This design comes from an exercise in tuning for small area, a short achievable clock period and few clock cycles per item on the open sky130 flow, not from production work.
Function was checked by simulation only, so behaviour that the tests miss may differ from the original.
No activity file was given, so power comes from the tool's default toggle rates.

==> flow/design.v (outline; a module is shown in full before it is edited, if it fits) <==
// module mul_s1: 726 lines
// module mul_s2: 85 lines
// module rf_read: 14 lines
// module P_MIPS: 176 lines
module P_MIPS (
    input         clk,
    input         reset,
    output [31:0] imem_addr,
    input  [31:0] imem_data,
    output [31:0] dmem_addr,
    output [31:0] dmem_wdata,
    output        dmem_we,
    input  [31:0] dmem_rdata
);
  // ...
==> flow/flow/run.sh <==
#!/bin/bash
set -euo pipefail
MARGIN=$(cat flow/margin.txt)
bash standard.sh SETUP_SLACK_MARGIN=$MARGIN finish > flow_make.log 2>&1
==> flow/flow/margin.txt <==
8.3
==> flow/standard.sh <==
#!/bin/bash
# synth_recipe.tcl (not shown) runs the flow's synth.tcl, then flattens the netlist and writes it again
# the make line also repeats each setting of config.mk as NAME=value (left out here)
make -C /OpenROAD-flow-scripts/flow DESIGN_CONFIG=/design/flow/config.mk WORK_HOME=/design/flow/orfs CLKGATE_MAP_FILE= SYNTH_SCRIPT=/design/flow/synth_recipe.tcl "${@:-finish}"
==> flow/config.mk <==
export PLATFORM = sky130hd
export DESIGN_NAME = P_MIPS
export DESIGN_NICKNAME = P_MIPS
export VERILOG_FILES = /design/flow/design.v
export SDC_FILE = /design/flow/constraint.sdc
export NUM_CORES = 4
export LEC_CHECK = 0
export ABC_CLOCK_PERIOD_IN_PS = 3500
export CAP_MARGIN = 20
export CORE_MARGIN = 2
export CORE_UTILIZATION = 45
export CTS_CLUSTER_DIAMETER = 70
export CTS_CLUSTER_SIZE = 30
export SLEW_MARGIN = 20
==> flow/constraint.sdc <==
create_clock -name core_clock -period 12.0 [get_ports {clk}]
set_input_delay 2.4000 -clock core_clock [delete_from_list [all_inputs] [get_ports {clk}]]
set_output_delay 2.4000 -clock core_clock [all_outputs]
set_load 0.01 [all_outputs]
==> summary.txt, run 1 <==
status no timing/DRC/antenna violations; mux cell area share after synthesis 0.0125; antenna cells 8; max reg flops 992; Power Combinational 0.00909 W; GRT Max-Usage Layer met2; crit end category flop; crit path from imem_data[18]; FF/Latch Area 38900 sq um; worst skew pair latency 0.79 ns; Worst path top cell family by delay compound AO/OA/AOI/OAI gates; Reg2Reg Capture Point e_rtv[17]$_DFF_P_; Hold Violations, Final 0; Final ANT Viol Nets 0; tap cells 2175; fmax 256 MHz; Synth Area in Adders 0.0787; initial DRC count 13400; Leak 32.0 nW; internal power 0.0110 W; warnings from Yosys 3; post-route clock period utilization 0.325; post_cts resized 796; commonest cells after routing, fill and taps aside a22oi_1 (1118), edfxtp_1 (1026), nand2_1 (555); Synth Area in Simple Gates 0.0930; Top power group combinational logic; Seq/Total Area, Yosys 0.525; DP Worst Slack 6.29 ns; post-route setup TNS 0 ns; hold depth 0; H-tree levels 3; wire length on met3 56800 microns; Met2 Routed Length 137000 microns; DR top layer met5; minimum clock period 3.90 ns; Die Ht 408 microns; CP arrival 4.57 ns; Worst Hold Path EP m_load$_DFF_PN0_; Starting Density 0.453; total CTS buffers 101; wire per inst 38.1 microns; unrepaired setup endpoints after global routing true; met1 wire length 117000 microns; Comb pwr share 0.473; cell type taking the most area flip-flops and latches
Testbench counts, summed over its fixed seeds: cycles 124,887, instrs 112,529.
==> module mul_s2, before the edit <==
module mul_s2(input [107:0] r, output [31:0] p);
wire s393 = r[65] ^ r[66] ^ r[67];
wire c394 = (r[65] & r[66]) | (r[65] & r[67]) | (r[66] & r[67]);
wire s395 = r[70] ^ r[71] ^ r[72];
wire c396 = (r[70] & r[71]) | (r[70] & r[72]) | (r[71] & r[72]);
wire s397 = r[74] ^ r[75] ^ r[76];
wire c398 = (r[74] & r[75]) | (r[74] & r[76]) | (r[75] & r[76]);
wire s399 = r[78] ^ r[79] ^ r[80];
wire c400 = (r[78] & r[79]) | (r[78] & r[80]) | (r[79] & r[80]);
wire s401 = r[82] ^ r[83] ^ r[84];
wire c402 = (r[82] & r[83]) | (r[82] & r[84]) | (r[83] & r[84]);
wire s403 = r[86] ^ r[87] ^ r[88];
wire c404 = (r[86] & r[87]) | (r[86] & r[88]) | (r[87] & r[88]);
wire s405 = r[90] ^ r[91] ^ r[92];
wire c406 = (r[90] & r[91]) | (r[90] & r[92]) | (r[91] & r[92]);
wire s407 = r[94] ^ r[95] ^ r[96];
wire c408 = (r[94] & r[95]) | (r[94] & r[96]) | (r[95] & r[96]);
wire s409 = r[98] ^ r[99] ^ r[100];
wire s411 = r[101] ^ r[102] ^ r[103];
wire s413 = r[104] ^ r[105] ^ r[106];
wire s415 = r[3] ^ r[4];
wire c416 = r[3] & r[4];
wire s417 = r[6] ^ r[7];
wire c418 = r[6] & r[7];
wire s419 = r[8] ^ r[9] ^ r[10];
wire c420 = (r[8] & r[9]) | (r[8] & r[10]) | (r[9] & r[10]);
wire s421 = r[11] ^ r[12] ^ r[13];
wire c422 = (r[11] & r[12]) | (r[11] & r[13]) | (r[12] & r[13]);
wire s423 = r[14] ^ r[15] ^ r[16];
wire c424 = (r[14] & r[15]) | (r[14] & r[16]) | (r[15] & r[16]);
wire s425 = r[17] ^ r[18] ^ r[19];
wire c426 = (r[17] & r[18]) | (r[17] & r[19]) | (r[18] & r[19]);
wire s427 = r[20] ^ r[21] ^ r[22];
wire c428 = (r[20] & r[21]) | (r[20] & r[22]) | (r[21] & r[22]);
wire s429 = r[23] ^ r[24] ^ r[25];
wire c430 = (r[23] & r[24]) | (r[23] & r[25]) | (r[24] & r[25]);
wire s431 = r[26] ^ r[27] ^ r[28];
wire c432 = (r[26] & r[27]) | (r[26] & r[28]) | (r[27] & r[28]);
wire s433 = r[29] ^ r[30] ^ r[31];
wire c434 = (r[29] & r[30]) | (r[29] & r[31]) | (r[30] & r[31]);
wire s435 = r[32] ^ r[33] ^ r[34];
wire c436 = (r[32] & r[33]) | (r[32] & r[34]) | (r[33] & r[34]);
wire s437 = r[35] ^ r[36] ^ r[37];
wire c438 = (r[35] & r[36]) | (r[35] & r[37]) | (r[36] & r[37]);
wire s439 = r[38] ^ r[39] ^ r[40];
wire c440 = (r[38] & r[39]) | (r[38] & r[40]) | (r[39] & r[40]);
wire s441 = r[41] ^ r[42] ^ r[43];
wire c442 = (r[41] & r[42]) | (r[41] & r[43]) | (r[42] & r[43]);
wire s443 = r[44] ^ r[45] ^ r[46];
wire c444 = (r[44] & r[45]) | (r[44] & r[46]) | (r[45] & r[46]);
wire s445 = r[47] ^ r[48] ^ r[49];
wire c446 = (r[47] & r[48]) | (r[47] & r[49]) | (r[48] & r[49]);
wire s447 = r[50] ^ r[51] ^ r[52];
wire c448 = (r[50] & r[51]) | (r[50] & r[52]) | (r[51] & r[52]);
wire s449 = r[53] ^ r[54] ^ r[55];
wire c450 = (r[53] & r[54]) | (r[53] & r[55]) | (r[54] & r[55]);
wire s451 = r[56] ^ r[57] ^ r[58];
wire c452 = (r[56] & r[57]) | (r[56] & r[58]) | (r[57] & r[58]);
wire s453 = r[59] ^ r[60] ^ r[61];
wire c454 = (r[59] & r[60]) | (r[59] & r[61]) | (r[60] & r[61]);
wire s455 = r[62] ^ r[63] ^ r[64];
wire c456 = (r[62] & r[63]) | (r[62] & r[64]) | (r[63] & r[64]);
wire s457 = r[68] ^ r[69] ^ s393;
wire c458 = (r[68] & r[69]) | (r[68] & s393) | (r[69] & s393);
wire s459 = r[73] ^ s395 ^ c394;
wire c460 = (r[73] & s395) | (r[73] & c394) | (s395 & c394);
wire s461 = r[77] ^ s397 ^ c396;
wire c462 = (r[77] & s397) | (r[77] & c396) | (s397 & c396);
wire s463 = r[81] ^ s399 ^ c398;
wire c464 = (r[81] & s399) | (r[81] & c398) | (s399 & c398);
wire s465 = r[85] ^ s401 ^ c400;
wire c466 = (r[85] & s401) | (r[85] & c400) | (s401 & c400);
wire s467 = r[89] ^ s403 ^ c402;
wire c468 = (r[89] & s403) | (r[89] & c402) | (s403 & c402);
wire s469 = r[93] ^ s405 ^ c404;
wire c470 = (r[93] & s405) | (r[93] & c404) | (s405 & c404);
wire s471 = r[97] ^ s407 ^ c406;
wire c472 = (r[97] & s407) | (r[97] & c406) | (s407 & c406);
wire s473 = r[107] ^ s409 ^ s411;
wire s475 = s413 ^ c408;
wire s477 = s473 ^ s475;
wire [31:0] x = {c472, s471, s469, s467, s465, s463, s461, s459, s457, s455, s453, s451, s449, s447, s445, s443, s441, s439, s437, s435, s433, s431, s429, s427, s425, s423, s421, s419, s417, r[5], r[2], r[0]};
wire [31:0] y = {s477, c470, c468, c466, c464, c462, c460, c458, c456, c454, c452, c450, c448, c446, c444, c442, c440, c438, c436, c434, c432, c430, c428, c426, c424, c422, c420, c418, c416, s415, 1'b0, r[1]};
assign p = x + y;
endmodule
==> module P_MIPS, before the edit <==
module P_MIPS (
    input         clk,
    input         reset,
    output [31:0] imem_addr,
    input  [31:0] imem_data,
    output [31:0] dmem_addr,
    output [31:0] dmem_wdata,
    output        dmem_we,
    input  [31:0] dmem_rdata
);
localparam NMR = 108;    
reg  [31:0] pc;
reg         d_valid;
reg  [31:0] d_ir;
reg         d_pred;      
reg         d_cross;     
reg         e_we, e_late, e_load, e_mul, e_store, e_beq, e_pred;
reg  [4:0]  e_dest;
reg  [31:0] e_rsv, e_rtv, e_alt;
reg  [15:0] e_imm;
reg         e_bimm, e_add, e_sub, e_and, e_or, e_slt;
reg         m_we, m_load, m_mul, m_store;
reg  [4:0]  m_dest;
reg  [31:0] m_alu, m_sdata;
reg  [NMR-1:0] m_mr;
reg         w_we;
reg  [4:0]  w_dest;
reg  [31:0] w_val;
reg         rst_q;
reg  [31:0] rf [1:31];
wire [31:0] rf_wd = w_val & {32{rst_q}};
genvar gi;
generate
    for (gi = 1; gi < 32; gi = gi + 1) begin : g_rf
        always @(posedge clk)
            if (!rst_q || (w_we && w_dest == gi))
                rf[gi] <= rf_wd;
    end
endgenerate
always @(posedge clk or negedge reset)
    if (!reset) rst_q <= 1'b0;
    else        rst_q <= 1'b1;
wire [31:0] pc4 = pc + 32'd4;
wire [5:0]  f_op  = imem_data[31:26];
wire [15:0] f_imm = imem_data[15:0];
wire f_is_j   = f_op == 6'h02;
wire f_is_beq = f_op == 6'h04;
wire f_small  = (&f_imm[15:5]) || !(|f_imm[15:5]);
wire f_bt     = f_is_beq && f_small && (f_imm[15] || imem_data[25:21] == imem_data[20:16]);
wire f_taken  = f_is_j || f_bt;
wire [6:0]  f_low  = {1'b0, pc4[7:2]} + {1'b0, f_imm[5:0]};
wire [31:0] f_btgt = {pc4[31:8], f_low[5:0], 2'b00};
wire f_cross = f_low[6] != f_imm[15];
wire [31:0] f_jtgt = {pc4[31:28], imem_data[25:0], 2'b00};
wire [5:0]  op   = d_ir[31:26];
wire [4:0]  rs   = d_ir[25:21];
wire [4:0]  rt   = d_ir[20:16];
wire [4:0]  rd   = d_ir[15:11];
wire [5:0]  fn   = d_ir[5:0];
wire [15:0] imm  = d_ir[15:0];
wire is_r    = op == 6'h00;
wire is_beq  = op == 6'h04;
wire is_addi = op == 6'h08;
wire is_lw   = op == 6'h23;
wire is_sw   = op == 6'h2B;
wire is_mul  = is_r && fn == 6'h1C;
wire [5:0]  pcl_back = pc[7:2] - imm[5:0];
wire [31:0] d_pc4_t = {pc[31:8], pcl_back, 2'b00};    
wire [31:0] br_tgt  = pc + {{14{imm[15]}}, imm, 2'b00};   
wire [31:0] fix_tgt = {pc[31:8] + {{23{imm[15]}}, 1'b1}, pc[7:0]};
wire [4:0] dest  = is_r ? rd : rt;
wire d_wr    = (is_r || is_addi || is_lw) && dest != 5'd0;
wire use_rs  = is_r || is_addi || is_lw || is_sw || is_beq;
wire use_rt  = is_r || is_sw || is_beq;
wire stall = d_valid && e_late &&
             ((use_rs && rs == e_dest) || (use_rt && rt == e_dest));
wire [31:0] opb  = e_bimm ? {{16{e_imm[15]}}, e_imm} : e_rtv;
wire [31:0] opbx = opb ^ {32{e_sub | e_slt}};
wire [32:0] sum  = {1'b0, e_rsv} + {1'b0, opbx} + {32'd0, e_sub | e_slt};
wire [31:0] alu  = ({32{e_add | e_sub}} & sum[31:0]) |
                   ({32{e_and}} & (e_rsv & opb)) |
                   ({32{e_or}}  & (e_rsv | opb)) |
                   {31'd0, e_slt & !sum[32]};
wire e_mispredict = e_beq && ((e_rsv == e_rtv) != e_pred);
wire d_fix = d_valid && is_beq && d_pred && d_cross && !stall;
wire [31:0] pc_other = e_mispredict ? e_alt : d_fix ? fix_tgt : stall ? pc : pc4;
wire f_ok   = !stall && !e_mispredict && !d_fix;
wire f_go_b = f_ok && f_bt;
wire f_go_j = f_ok && f_is_j;
wire [NMR-1:0] mul_r;
mul_s1 u_mul1 (.a(e_rsv), .b(e_rtv), .r(mul_r));
wire [31:0] m_prod;
mul_s2 u_mul2 (.r(m_mr), .p(m_prod));
wire [31:0] m_vnm = m_load ? dmem_rdata : m_alu;    
assign dmem_addr  = m_alu;
assign dmem_wdata = m_sdata;
assign dmem_we    = m_store;
assign imem_addr  = pc;
wire [991:0] rf_flat;
generate
    for (gi = 1; gi < 32; gi = gi + 1) begin : g_rff
        assign rf_flat[(gi-1)*32 +: 32] = rf[gi];
    end
endgenerate
wire [31:0] rs_rf, rt_rf;
rf_read u_rs (.regs(rf_flat), .sel(rs), .q(rs_rf));
rf_read u_rt (.regs(rf_flat), .sel(rt), .q(rt_rf));
wire sa_e = e_we && !e_late && e_dest == rs;
wire sa_m = m_we && m_dest == rs;
wire sa_w = w_we && w_dest == rs;
wire sb_e = e_we && !e_late && e_dest == rt;
wire sb_m = m_we && m_dest == rt;
wire sb_w = w_we && w_dest == rt;
wire sa_p = !sa_e && sa_m && m_mul;
wire sb_p = !sb_e && sb_m && m_mul;
wire [31:0] rs_o = sa_m ? m_vnm : sa_w ? w_val : rs_rf;
wire [31:0] rt_o = sb_m ? m_vnm : sb_w ? w_val : rt_rf;
wire [31:0] rs_v = sa_p ? m_prod : sa_e ? alu : rs_o;
wire [31:0] rt_v = sb_p ? m_prod : sb_e ? alu : rt_o;
always @(posedge clk or negedge reset) begin
    if (!reset) begin
        pc      <= 32'd0;
        d_valid <= 1'b0;
        e_we <= 1'b0; e_late <= 1'b0; e_load <= 1'b0; e_mul <= 1'b0;
        e_store <= 1'b0; e_beq <= 1'b0;
        m_we <= 1'b0; m_load <= 1'b0; m_mul <= 1'b0; m_store <= 1'b0;
        w_we <= 1'b0;
    end else begin
        pc <= ({32{f_go_b}} & f_btgt) | ({32{f_go_j}} & f_jtgt) |
              ({32{!f_go_b && !f_go_j}} & pc_other);
        if (e_mispredict)  d_valid <= 1'b0;
        else if (!stall)   d_valid <= !d_fix;
        if (e_mispredict || stall || !d_valid) begin
            e_we <= 1'b0; e_late <= 1'b0; e_load <= 1'b0; e_mul <= 1'b0;
            e_store <= 1'b0; e_beq <= 1'b0;
        end else begin
            e_we    <= d_wr;
            e_late  <= is_lw || is_mul;
            e_load  <= is_lw;
            e_mul   <= is_mul;
            e_store <= is_sw;
            e_beq   <= is_beq;
        end
        m_we    <= e_we;
        m_load  <= e_load;
        m_mul   <= e_mul;
        m_store <= e_store;
        w_we    <= m_we;
    end
end
always @(posedge clk) begin
    if (!stall) begin
        d_ir   <= imem_data;
        d_pred <= f_taken;
        d_cross <= f_cross;
    end
    e_dest <= dest;
    e_rsv  <= rs_v;
    e_rtv  <= rt_v;
    e_pred <= d_pred;
    e_alt  <= d_pred ? d_pc4_t : br_tgt;
    e_imm  <= imm;
    e_bimm <= is_addi || is_lw || is_sw;
    e_add  <= is_addi || is_lw || is_sw || (is_r && fn == 6'h20);
    e_sub  <= is_r && fn == 6'h22;
    e_and  <= is_r && fn == 6'h24;
    e_or   <= is_r && fn == 6'h25;
    e_slt  <= is_r && fn == 6'h2A;
    m_dest  <= e_dest;
    m_alu   <= alu;
    m_sdata <= e_rtv;
    m_mr    <= mul_r;
    w_dest  <= m_dest;
    w_val   <= m_mul ? m_prod : m_vnm;
end
endmodule
==> inputs of run 2 (changes only) <==
--- a/flow/design.v
+++ b/flow/design.v
@@ -1,9 +1,9 @@
-module mul_s1(input [31:0] a, input [31:0] b, output [107:0] r);
+module mul_s1(input [31:0] a, input [31:0] b, output [105:0] r);
 wire bm0 = 1'b0, b00 = b[0], b10 = b[1];
 wire one0 = b00 ^ bm0;
 wire two0 = (b10 & ~b00 & ~bm0) | (~b10 & b00 & bm0);
 wire neg0 = b10 & ~(b00 & bm0);
 wire p0_0 = ((one0 & a[0]) | (two0 & 1'b0)) ^ neg0;
 wire p0_1 = ((one0 & a[1]) | (two0 & a[0])) ^ neg0;
 wire p0_2 = ((one0 & a[2]) | (two0 & a[1])) ^ neg0;
 wire p0_3 = ((one0 & a[3]) | (two0 & a[2])) ^ neg0;
@@ -711,44 +711,44 @@
 wire s379 = s297 ^ s299 ^ c294;
 wire c380 = (s297 & s299) | (s297 & c294) | (s299 & c294);
 wire s381 = s301 ^ s303 ^ c298;
 wire c382 = (s301 & s303) | (s301 & c298) | (s303 & c298);
 wire s383 = s305 ^ s307 ^ c302;
 wire c384 = (s305 & s307) | (s305 & c302) | (s307 & c302);
 wire s385 = s309 ^ s311 ^ c306;
 wire c386 = (s309 & s311) | (s309 & c306) | (s311 & c306);
-wire x387 = p0_31 ^ p1_29 ^ p2_27;
-wire x388 = p3_25 ^ p4_23 ^ p5_21;
-wire x389 = p6_19 ^ p7_17 ^ p8_15;
-wire x390 = p9_13 ^ p10_11 ^ p11_9;
-wire x391 = p12_7 ^ p13_5 ^ p14_3;
-wire x392 = p15_1;
-assign r = {x392, x391, x390, x389, x388, x387, c344, c342, s347, s345, c340, c338, s343, s341, c336, c334, s339, s337, c332, c330, s335, s333, c328, c326, s331, s329, c324, c322, s327, s325, c320, c318, s323, s321, c316, c314, s319, s317, c386, c312, c310, s315, s313, c384, s385, c308, c382, s383, c304, c380, s381, c300, c378, s379, c296, c376, s377, c292, c374, s375, c288, c372, s373, c284, c370, s371, c280, c368, s369, c276, c366, s367, c272, c364, s365, c268, c362, s363, c264, c360, s361, c260, c358, s359, c256, c356, s357, c252, c354, s355, c250, c352, s353, s249, c350, s351, p2_1, s349, neg2, p2_0, p1_1, p0_3, neg1, p1_0, p0_2, p0_1, neg0, p0_0};
+wire s387 = s313 ^ s315 ^ c310;
+wire c388 = (s313 & s315) | (s313 & c310) | (s315 & c310);
+wire s389 = s317 ^ s319 ^ c314;
+wire c390 = (s317 & s319) | (s317 & c314) | (s319 & c314);
+wire x391 = p0_31 ^ p1_29 ^ p2_27;
+wire x392 = p3_25 ^ p4_23 ^ p5_21;
+wire x393 = p6_19 ^ p7_17 ^ p8_15;
+wire x394 = p9_13 ^ p10_11 ^ p11_9;
+wire x395 = p12_7 ^ p13_5 ^ p14_3;
+wire x396 = p15_1;
+assign r = {x396, x395, x394, x393, x392, x391, c344, c342, s347, s345, c340, c338, s343, s341, c336, c334, s339, s337, c332, c330, s335, s333, c328, c326, s331, s329, c324, c322, s327, s325, c390, c320, c318, s323, s321, c388, s389, c316, c386, s387, c312, c384, s385, c308, c382, s383, c304, c380, s381, c300, c378, s379, c296, c376, s377, c292, c374, s375, c288, c372, s373, c284, c370, s371, c280, c368, s369, c276, c366, s367, c272, c364, s365, c268, c362, s363, c264, c360, s361, c260, c358, s359, c256, c356, s357, c252, c354, s355, c250, c352, s353, s249, c350, s351, p2_1, s349, neg2, p2_0, p1_1, p0_3, neg1, p1_0, p0_2, p0_1, neg0, p0_0};
 endmodule
-module mul_s2(input [107:0] r, output [31:0] p);
-wire s393 = r[65] ^ r[66] ^ r[67];
-wire c394 = (r[65] & r[66]) | (r[65] & r[67]) | (r[66] & r[67]);
-wire s395 = r[70] ^ r[71] ^ r[72];
-wire c396 = (r[70] & r[71]) | (r[70] & r[72]) | (r[71] & r[72]);
-wire s397 = r[74] ^ r[75] ^ r[76];
-wire c398 = (r[74] & r[75]) | (r[74] & r[76]) | (r[75] & r[76]);
-wire s399 = r[78] ^ r[79] ^ r[80];
-wire c400 = (r[78] & r[79]) | (r[78] & r[80]) | (r[79] & r[80]);
-wire s401 = r[82] ^ r[83] ^ r[84];
-wire c402 = (r[82] & r[83]) | (r[82] & r[84]) | (r[83] & r[84]);
-wire s403 = r[86] ^ r[87] ^ r[88];
-wire c404 = (r[86] & r[87]) | (r[86] & r[88]) | (r[87] & r[88]);
-wire s405 = r[90] ^ r[91] ^ r[92];
-wire c406 = (r[90] & r[91]) | (r[90] & r[92]) | (r[91] & r[92]);
-wire s407 = r[94] ^ r[95] ^ r[96];
-wire c408 = (r[94] & r[95]) | (r[94] & r[96]) | (r[95] & r[96]);
-wire s409 = r[98] ^ r[99] ^ r[100];
-wire s411 = r[101] ^ r[102] ^ r[103];
-wire s413 = r[104] ^ r[105] ^ r[106];
+module mul_s2(input [105:0] r, output [31:0] p);
+wire s397 = r[71] ^ r[72] ^ r[73];
+wire c398 = (r[71] & r[72]) | (r[71] & r[73]) | (r[72] & r[73]);
+wire s399 = r[76] ^ r[77] ^ r[78];
+wire c400 = (r[76] & r[77]) | (r[76] & r[78]) | (r[77] & r[78]);
+wire s401 = r[80] ^ r[81] ^ r[82];
+wire c402 = (r[80] & r[81]) | (r[80] & r[82]) | (r[81] & r[82]);
+wire s403 = r[84] ^ r[85] ^ r[86];
+wire c404 = (r[84] & r[85]) | (r[84] & r[86]) | (r[85] & r[86]);
+wire s405 = r[88] ^ r[89] ^ r[90];
+wire c406 = (r[88] & r[89]) | (r[88] & r[90]) | (r[89] & r[90]);
+wire s407 = r[92] ^ r[93] ^ r[94];
+wire c408 = (r[92] & r[93]) | (r[92] & r[94]) | (r[93] & r[94]);
+wire s409 = r[96] ^ r[97] ^ r[98];
+wire s411 = r[99] ^ r[100] ^ r[101];
+wire s413 = r[102] ^ r[103] ^ r[104];
 wire s415 = r[3] ^ r[4];
 wire c416 = r[3] & r[4];
 wire s417 = r[6] ^ r[7];
 wire c418 = r[6] & r[7];
 wire s419 = r[8] ^ r[9] ^ r[10];
 wire c420 = (r[8] & r[9]) | (r[8] & r[10]) | (r[9] & r[10]);
 wire s421 = r[11] ^ r[12] ^ r[13];
 wire c422 = (r[11] & r[12]) | (r[11] & r[13]) | (r[12] & r[13]);
@@ -781,33 +781,33 @@
 wire s449 = r[53] ^ r[54] ^ r[55];
 wire c450 = (r[53] & r[54]) | (r[53] & r[55]) | (r[54] & r[55]);
 wire s451 = r[56] ^ r[57] ^ r[58];
 wire c452 = (r[56] & r[57]) | (r[56] & r[58]) | (r[57] & r[58]);
 wire s453 = r[59] ^ r[60] ^ r[61];
 wire c454 = (r[59] & r[60]) | (r[59] & r[61]) | (r[60] & r[61]);
 wire s455 = r[62] ^ r[63] ^ r[64];
 wire c456 = (r[62] & r[63]) | (r[62] & r[64]) | (r[63] & r[64]);
-wire s457 = r[68] ^ r[69] ^ s393;
-wire c458 = (r[68] & r[69]) | (r[68] & s393) | (r[69] & s393);
-wire s459 = r[73] ^ s395 ^ c394;
-wire c460 = (r[73] & s395) | (r[73] & c394) | (s395 & c394);
-wire s461 = r[77] ^ s397 ^ c396;
-wire c462 = (r[77] & s397) | (r[77] & c396) | (s397 & c396);
-wire s463 = r[81] ^ s399 ^ c398;
-wire c464 = (r[81] & s399) | (r[81] & c398) | (s399 & c398);
-wire s465 = r[85] ^ s401 ^ c400;
-wire c466 = (r[85] & s401) | (r[85] & c400) | (s401 & c400);
-wire s467 = r[89] ^ s403 ^ c402;
-wire c468 = (r[89] & s403) | (r[89] & c402) | (s403 & c402);
-wire s469 = r[93] ^ s405 ^ c404;
-wire c470 = (r[93] & s405) | (r[93] & c404) | (s405 & c404);
-wire s471 = r[97] ^ s407 ^ c406;
-wire c472 = (r[97] & s407) | (r[97] & c406) | (s407 & c406);
-wire s473 = r[107] ^ s409 ^ s411;
+wire s457 = r[65] ^ r[66] ^ r[67];
+wire c458 = (r[65] & r[66]) | (r[65] & r[67]) | (r[66] & r[67]);
+wire s459 = r[68] ^ r[69] ^ r[70];
+wire c460 = (r[68] & r[69]) | (r[68] & r[70]) | (r[69] & r[70]);
+wire s461 = r[74] ^ r[75] ^ s397;
+wire c462 = (r[74] & r[75]) | (r[74] & s397) | (r[75] & s397);
+wire s463 = r[79] ^ s399 ^ c398;
+wire c464 = (r[79] & s399) | (r[79] & c398) | (s399 & c398);
+wire s465 = r[83] ^ s401 ^ c400;
+wire c466 = (r[83] & s401) | (r[83] & c400) | (s401 & c400);
+wire s467 = r[87] ^ s403 ^ c402;
+wire c468 = (r[87] & s403) | (r[87] & c402) | (s403 & c402);
+wire s469 = r[91] ^ s405 ^ c404;
+wire c470 = (r[91] & s405) | (r[91] & c404) | (s405 & c404);
+wire s471 = r[95] ^ s407 ^ c406;
+wire c472 = (r[95] & s407) | (r[95] & c406) | (s407 & c406);
+wire s473 = r[105] ^ s409 ^ s411;
 wire s475 = s413 ^ c408;
 wire s477 = s473 ^ s475;
 wire [31:0] x = {c472, s471, s469, s467, s465, s463, s461, s459, s457, s455, s453, s451, s449, s447, s445, s443, s441, s439, s437, s435, s433, s431, s429, s427, s425, s423, s421, s419, s417, r[5], r[2], r[0]};
 wire [31:0] y = {s477, c470, c468, c466, c464, c462, c460, c458, c456, c454, c452, c450, c448, c446, c444, c442, c440, c438, c436, c434, c432, c430, c428, c426, c424, c422, c420, c418, c416, s415, 1'b0, r[1]};
 assign p = x + y;
 endmodule
 module rf_read (
     input  [991:0] regs,     
@@ -828,17 +828,17 @@
     input         reset,
     output [31:0] imem_addr,
     input  [31:0] imem_data,
     output [31:0] dmem_addr,
     output [31:0] dmem_wdata,
     output        dmem_we,
     input  [31:0] dmem_rdata
 );
-localparam NMR = 108;    
+localparam NMR = 106;    
 reg  [31:0] pc;
 reg         d_valid;
 reg  [31:0] d_ir;
 reg         d_pred;      
 reg         d_cross;     
 reg         e_we, e_late, e_load, e_mul, e_store, e_beq, e_pred;
 reg  [4:0]  e_dest;
 reg  [31:0] e_rsv, e_rtv, e_alt;
==> summary.txt, run 2 <==
Clock Sinks 1406 (was 1408); asr flop ratio synth 0.0320 (about the same); Clk pwr share 0.209 (was 0.203); fin nets 7125 (was 7099); clock buffer depth 3 (unchanged); share of post-route cells with drive strength above 1 0.166 (about the same); fmax 253 MHz (was 256 MHz); synth cell count leaders a22oi_1 (1122), edfxtp_1 (1026), nand2_1 (538) (was a22oi_1 (1128), edfxtp_1 (1026), nand2_1 (561)); Synth area leader edfxtp_1 (unchanged); syn avg cell area 11.3 sq um (about the same); dpl hpwl 192000 microns (was 190000 microns); Top Registers rf: 992 flops, m_mr: 106 flops (was rf: 992 flops, m_mr: 108 flops); Reg2Reg Setup Slack 8.05 ns (was 8.17 ns); num ports 163 (unchanged); HP Class reg -> reg (unchanged); commonest cells after routing, fill and taps aside a22oi_1 (1119), edfxtp_1 (1026), nand2_1 (531) (was a22oi_1 (1118), edfxtp_1 (1026), nand2_1 (555)); DIE AREA 167000 sq um (about the same); root buf cell clkbuf_16 (unchanged); post-route clock period utilization 0.329 (was 0.325); VDD IR-drop max 0.000281 V (was 0.000409 V); minimum clock period 3.95 ns (was 3.90 ns); Finish-stage setup viols 0 (unchanged); H-tree levels 3 (unchanged); Leak 32.4 nW (was 32.0 nW); Power Total 0.0190 W (was 0.0192 W); Worst Max-Slew Pin Slew 1.16 ns (was 1.25 ns); Starting Density 0.453 (about the same); Pwr Density 223 nW/um^2 (was 225 nW/um^2); Die Ht 408 microns (about the same); syn nets 6941 (was 6931); Slew headroom 0.227 (was 0.160); CTS tree done (unchanged); first-pass GRT wire length 466000 microns (was 464000 microns); Synth area leaders edfxtp_1 (42%), a22oi_1 (11%), dfxtp_1 (9.1%) (was edfxtp_1 (42%), a22oi_1 (12%), dfxtp_1 (9.2%)); crit end category flop (unchanged); pin count of the biggest net entering global routing 66 (was 59); synthesized instance count 6527 (was 6517); most common cell after layout, fill and taps aside a22oi_1 (unchanged); vias 64800 (was 64400); Setup CP Type reg -> reg (was in -> reg); synth unique cells 86 (was 90); warnings from Yosys 3 (unchanged); wire per inst 37.9 microns (was 38.1 microns); Total GRT Usage 0.393 (about the same); vias in the first global route 61200 (was 60900); number of core rows 148 (unchanged); worst skew pair latency 0.78 ns (was 0.79 ns); max reg flops 992 (unchanged); Hold Violations, Final 0 (unchanged); P&R area growth vs syn 16.0% (about the same); internal power 0.0111 W (was 0.0110 W); Slew Viols, Final 0 (unchanged); NetSw 0.00799 W (was 0.00822 W); final weighted congestion of routability-driven global placement 0.978 (was 0.967); DRC errors left 0 (unchanged); Core ar. 163000 sq um (unchanged); unrepaired setup endpoints after global routing true (unchanged); post-route setup TNS 0 ns (unchanged); Seq/Total Area, Yosys 0.525 (about the same); Vias/cell 7.21 (was 7.19); Post-synth EDFFs 1026 (unchanged); gr ovfl total 0 (unchanged); initial DRC count 13600 (was 13400); skew final 0.0406 ns (was 0.0620 ns); status no timing/DRC/antenna violations (unchanged); Final ANT Viol Nets 0 (unchanged); Comb pwr share 0.464 (was 0.473); top cell type's share of synthesized area 0.419 (was 0.418); cell with the most instances after synthesis a22oi_1 (unchanged); Worst Setup Start Kind flop (was input port); Top reg by flops rf (unchanged); drt first pass iters 12 (was 13); CP arrival 4.54 ns (was 4.57 ns); Worst Path Required 12.59 ns (was 12.66 ns); total CTS buffers 101 (unchanged); antenna violations before repair 19 (was 20); routed wire length 341000 microns (was 342000 microns); port buffer count 162 (unchanged); Inst Count DP 8575 (was 8561); total of max-cap violations 0 (unchanged); Synth Flop Type edfxtp_1 (unchanged); Mapped Area 73600 sq um (about the same); Die Width 408 microns (about the same); Synth Register Bits 1406 (was 1408); part of the power in registers 0.326 (was 0.323); Crit Path Max Fanout 17 (was 7); Post-Layout Cell Count 8985 (was 8957); Reg clk slew, reported paths 0.11 ns (was 0.08 ns); switching fraction of total power 0.419 (was 0.428)
==> run 2: changes by cell type in the layout (fill, tap and decap cells not counted), sizes merged, moves of 12 or more <==
cell	delta
a21o	+16
a222oi	+14
and2	+12
and3	+21
clkbuf	+26
inv	+15
nand2	-23
nor2	-21
xnor2	+13
==> run 2: layer usage <==
layer  up-vias  track usage  part of all wire
li1      25200            -                 -
met1     31500        0.520              0.35
met2      6464        0.542              0.40
met3      1582        0.140              0.16
met4        24        0.252             0.084
met5         -            0           0.00055
==> run 2: repair_timing <==
item / 4_1_cts / 5_1_grt
resized for setup: 727 / 195
hold buffers: 0 / 0
gates cloned: 4 / 6
endpoints found under the setup margin: 280 / 170
pin swaps: 57 / 75
buffers inserted: 130 / 68
==> run 2: final cells by class <==
| cell class | count | area, sq um |
|---|---|---|
| diodes | 10 | 25.0 |
| clock buffers | 109 | 2640 |
| clock inverters | 83 | 1190 |
| fillers | 14200 | 77200 |
| inverters | 224 | 850 |
| multi-input cells | 4417 | 34200 |
| flip-flops and latches | 1406 | 38800 |
| well taps | 2175 | 2720 |
| repair buffers | 561 | 4930 |
==> run 2: critical path: stages, from the launching register on <==
cell,delay (ns)
edfxtp_1,0.54
or2_4,0.34
nor2_4,0.04
buf_4,0.31
buf_4,0.39
a22oi_1,0.35
nand2_1,0.09
nor4_1,0.25
nand4_1,0.21
o221ai_1,0.51
o311ai_0,0.27
o21ai_0,0.19
o21ai_0,0.24
==> run 2: final timing paths <==
path / start / end / cells past startpoint
min: e_mul$_DFF_PN0_ / m_mul$_DFF_PN0_ / 0
min reg2reg: e_mul$_DFF_PN0_ / m_mul$_DFF_PN0_ / 0
min in group asynchronous: reset / pc[31]$_DFF_PN0_ / 2
max: d_ir[16]$_DFFE_PN_ / e_rtv[17]$_DFF_P_ / 12
max in group asynchronous: reset / rst_q$_DFF_PN0_ / 2
max reg2reg: d_ir[16]$_DFFE_PN_ / e_rtv[17]$_DFF_P_ / 12
==> run 2: through the flow <==
| step | instance area (sq um) | setup slack [ns] | util | hold WS [ns] |
|---|---|---|---|---|
| 2_1_floorplan | 73700 | 7.75 | - | 0.331 |
| 3_3_place_gp | 78500 | 6.57 | 0.483 | 0.334 |
| 3_5_place_dp | 78500 | 6.58 | 0.483 | 0.336 |
| 4_1_cts | 84100 | 8.20 | 0.518 | 0.358 |
| 5_1_grt | 85400 | 8.10 | 0.525 | 0.371 |
| 6_report | 85400 | 8.05 | 0.525 | 0.356 |
==> run 2: kinds of logic (layout without fill, tap and decap cells) <==
| logic type | count (synthesis) | after routing | share of synthesized area |
|---|---|---|---|
| mux | 80 | 80 | 0.0114 |
| simple gates | 1458 | 1459 | 0.0929 |
| other cells | 1 | 11 | 0.0000509 |
| fa+ha+maj | 348 | 348 | 0.0787 |
| compound gates | 2033 | 2033 | 0.197 |
| xor+xnor | 496 | 496 | 0.0590 |
| buf+inv | 705 | 977 | 0.0362 |
| flops | 1406 | 1406 | 0.525 |
==> run 2: power groups by stage <==
stage	clock (W)	combinational (W)	sequential [W]
after floorplan	0	0.00481	0.00618
after global placement	0	0.00754	0.00636
after detailed placement	0	0.00765	0.00636
after CTS	0.00400	0.00838	0.00620
after global routing	0.00416	0.00953	0.00625
final	0.00399	0.00884	0.00622
Testbench counts of run 2, summed over its fixed seeds: cycles 124,887, instrs 112,529.

## re-timing with driven ports
In the flow no input, the clock included, has a driving cell. The finished layouts below were timed again as built, in two steps.
Step 1: set_driving_cell puts a clkbuf_16 on clk and a buf_2 on each other input, an assumption about the parent block.
Step 2 moves the port delays by t, midway between the first and last clock arrival at a register: inputs arrive t later, outputs are due t later. That takes back most of the time a late clock gives input paths.
Slacks: ideal / step 1 / step 2; pairs: ideal / step 1.
run | t, ns | setup slack, ns | worst slew at a driven data input, ns
run 1 | 0.870 | 8.096 / 8.131 / 7.292 | 0.17
run 2 | 0.851 | 8.054 / 8.054 / 7.554 | 0.14
After both steps setup and hold are still met in every run listed. The setup slack of run 1, which loses most, moves by +0.035 ns with the drivers and by -0.804 ns with both steps.
